Background: an optimization exercise with open tools, aiming at a short achievable clock period and few clock cycles. Do not read the settings as production practice.
In this exercise RTL edits were held to simulation tests only and were not proved equivalent to the original.
No activity file was given, so power comes from the tool's default toggle rates.

Design mips_pipeline, start of the top module:
module mips_pipeline (
  input         clk,
  input         reset,
  output [31:0] imem_addr,
  input  [31:0] imem_data,
  output [31:0] dmem_addr,
  output [31:0] dmem_wdata,
  output        dmem_we,
  input  [31:0] dmem_rdata
);
For scale: roughly 4500 cells after synthesis, ~1500 flip-flops, roughly 160 I/O pins.
Settings: LEC_CHECK=0, ABC_CLOCK_PERIOD_IN_PS=2500, CAP_MARGIN=20, CORE_MARGIN=2, CORE_UTILIZATION=62, CTS_CLUSTER_DIAMETER=100, CTS_CLUSTER_SIZE=30, SETUP_SLACK_MARGIN=5, SLEW_MARGIN=20; clock period 8.0 ns.
run.sh (not shown) runs the stock make flow with config.mk's settings and CLKGATE_MAP_FILE= SYNTH_SCRIPT=/design/flow/synth_recipe.tcl, a recipe that flattens the netlist after the stock synthesis.
Testbench counts at the start, summed over its fixed seeds: cycles 19,971.
Next try:
- CTS_CLUSTER_DIAMETER: 100 -> default
- CTS_CLUSTER_SIZE: 30 -> default
- SYNTH_HIERARCHICAL: default -> 1
- SYNTH_MINIMUM_KEEP_SIZE: default -> 0
The new run completed with no timing, DRC or antenna violations.
Via count is higher by about 1.8%.
Worst hold slack degrades by 4.2 ps.
First-iteration DRC count is lower by 1.8%.
Synthesized cell count is lower by 0.71%.
Clock-buffer cell count is higher by 128.
Global-route usage is higher by 0.75 points.
Clock skew is lower by 3.8 ps.
Next try:
- CORE_UTILIZATION: 62 -> 70
- SYNTH_HIERARCHICAL: 1 -> default
- SYNTH_MINIMUM_KEEP_SIZE: 0 -> default
Result:
- The new run passed the timing, design-rule and antenna checks
- power decreases slightly
- utilization is higher by 9.8 points
- cell count shrinks slightly
- synthesized cell count rises slightly
- combinational power went up by a few percent
- hold slack got worse by 16 ps

mips_pipeline again, from the RTL that the note above started with.
Design mips_pipeline, start of the top module:
module mips_pipeline (
  input         clk,
  input         reset,
  output [31:0] imem_addr,
  input  [31:0] imem_data,
  output [31:0] dmem_addr,
  output [31:0] dmem_wdata,
  output        dmem_we,
  input  [31:0] dmem_rdata
);
clock: 8.0 ns
lec_check: 0
abc_clock_period_in_ps: 2500
cap_margin: 20
core_margin: 2
core_utilization: 66
cts_cluster_diameter: 80
cts_cluster_size: 24
setup_slack_margin: 5
slew_margin: 20
synth_hierarchical: 1
synth_minimum_keep_size: 0
Testbench counts at the start, summed over its fixed seeds: cycles 19,971.
Then changed:
CORE_UTILIZATION = 55   (was 66)
CTS_CLUSTER_DIAMETER = not set   (was 80)
CTS_CLUSTER_SIZE = not set   (was 24)
SETUP_SLACK_MARGIN = 5.0   (was 5)
SYNTH_HIERARCHICAL = not set   (was 1)
SYNTH_MINIMUM_KEEP_SIZE = not set   (was 0)
What happened:
- sequential power fell by a few percent
- clock skew shrinks by 0.019 ns
- final area increases by a few percent
- critical path depth does not change
- sequential cell count does not change
- count of clock-buffer cells in the layout climbs by 97
Then changed:
SETUP_SLACK_MARGIN = 4.6   (was 5.0)
Result: The changed run passed the timing, design-rule and antenna checks. Wire length drops by 0.94%. Power fell by about 1.1%. Area after synthesis stays the same. Fmax went down by 2.1%. Cell area fell by 2.5%. Final cell count fell by about 1.7%. Die area stays the same. First-iteration DRC count drops by about 0.35%.
Then changed:
SETUP_SLACK_MARGIN = 5   (was 4.6)
SYNTH_HIERARCHICAL = 1   (was not set)
SYNTH_MINIMUM_KEEP_SIZE = 0   (was not set)
After rerunning: Synthesized area is about the same; final area came out higher slightly; routed wire length stays flat; flip-flop and latch count is unchanged; global-route usage stays flat; maximum frequency came out higher by a few percent; power barely changes; first-iteration DRC count came out higher by a few percent; clock skew stays flat; clock power came out lower by a few percent; core utilization came out higher by 0.95 points.

Starting RTL as in the previous note.
Settings: LEC_CHECK=0, ABC_CLOCK_PERIOD_IN_PS=2500, CAP_MARGIN=20, CORE_MARGIN=2, CORE_UTILIZATION=62, CTS_CLUSTER_DIAMETER=100, CTS_CLUSTER_SIZE=30, SETUP_SLACK_MARGIN=5, SLEW_MARGIN=20, SYNTH_HIERARCHICAL=1, SYNTH_MINIMUM_KEEP_SIZE=0; clock period 8.0 ns.
The first run completed without violations.
Testbench counts at the start, summed over its fixed seeds: cycles 19,971.
Change:
PLACE_DENSITY = 0.66   (was default)
Effect: The new run finished clean; worst hold slack does not change; first-iteration DRC count is unchanged; cell count does not change; via count does not change; routed wire length is unchanged.
Change:
CTS_CLUSTER_DIAMETER = default   (was 100)
CTS_CLUSTER_SIZE = default   (was 30)
PLACE_DENSITY = default   (was 0.66)
SYNTH_HIERARCHICAL = default   (was 1)
SYNTH_MINIMUM_KEEP_SIZE = default   (was 0)
What happened: Count of clock-buffer cells in the layout went up by 107. Global-route usage went up by 0.46 points. Die area is about the same.

## re-timing with driven ports
Ports are ideal in the flow. The routed layouts listed here were re-timed in OpenROAD. Step 1 (the two cells are an assumption about what drives the block):
set clk [get_ports {clk}]
set_driving_cell -lib_cell sky130_fd_sc_hd__clkbuf_16 $clk
set_driving_cell -lib_cell sky130_fd_sc_hd__buf_2 [delete_from_list [all_inputs] $clk]
Step 2 adds t to the input delays and takes it off the output delays; t is the mean of the earliest and latest rising clock arrival at the registers after step 1. Input paths then give back, and output paths get back, about the clock's delay inside the block. a / b / c = ideal ports / drivers / drivers and shift; a / b = the first two.
run | t, ns | setup slack, ns | latest minus earliest clock arrival (ns) | worst slew at a driven data input, ns
the first run of note 1 | 0.789 | 4.690 / 4.690 / 4.091 | 0.034 / 0.034 | 0.06
the second run of note 1 | 0.823 | 4.738 / 4.738 / 4.060 | 0.036 / 0.036 | 0.06
the third run of note 1 | 0.850 | 4.573 / 4.573 / 4.051 | 0.034 / 0.034 | 0.06
the first run of note 2 | 0.762 | 4.721 / 4.721 / 4.072 | 0.046 / 0.047 | 0.06
the second run of note 2 | 0.871 | 4.640 / 4.640 / 4.160 | 0.029 / 0.029 | 0.06
the third run of note 2 | 0.867 | 4.568 / 4.568 / 3.862 | 0.027 / 0.027 | 0.05
the fourth run of note 2 | 0.867 | 4.684 / 4.684 / 4.151 | 0.032 / 0.031 | 0.06
the first run of note 3 | 0.801 | 4.749 / 4.749 / 4.090 | 0.036 / 0.036 | 0.06
the second run of note 3 | 0.801 | 4.749 / 4.749 / 4.090 | 0.036 / 0.036 | 0.06
the third run of note 3 | 0.828 | 4.706 / 4.706 / 4.076 | 0.035 / 0.034 | 0.06
After both steps every run listed still meets setup and hold. The setup slack of the third run of note 2, which loses most, moves by 0.000 ns with the drivers and by -0.706 ns with both steps.
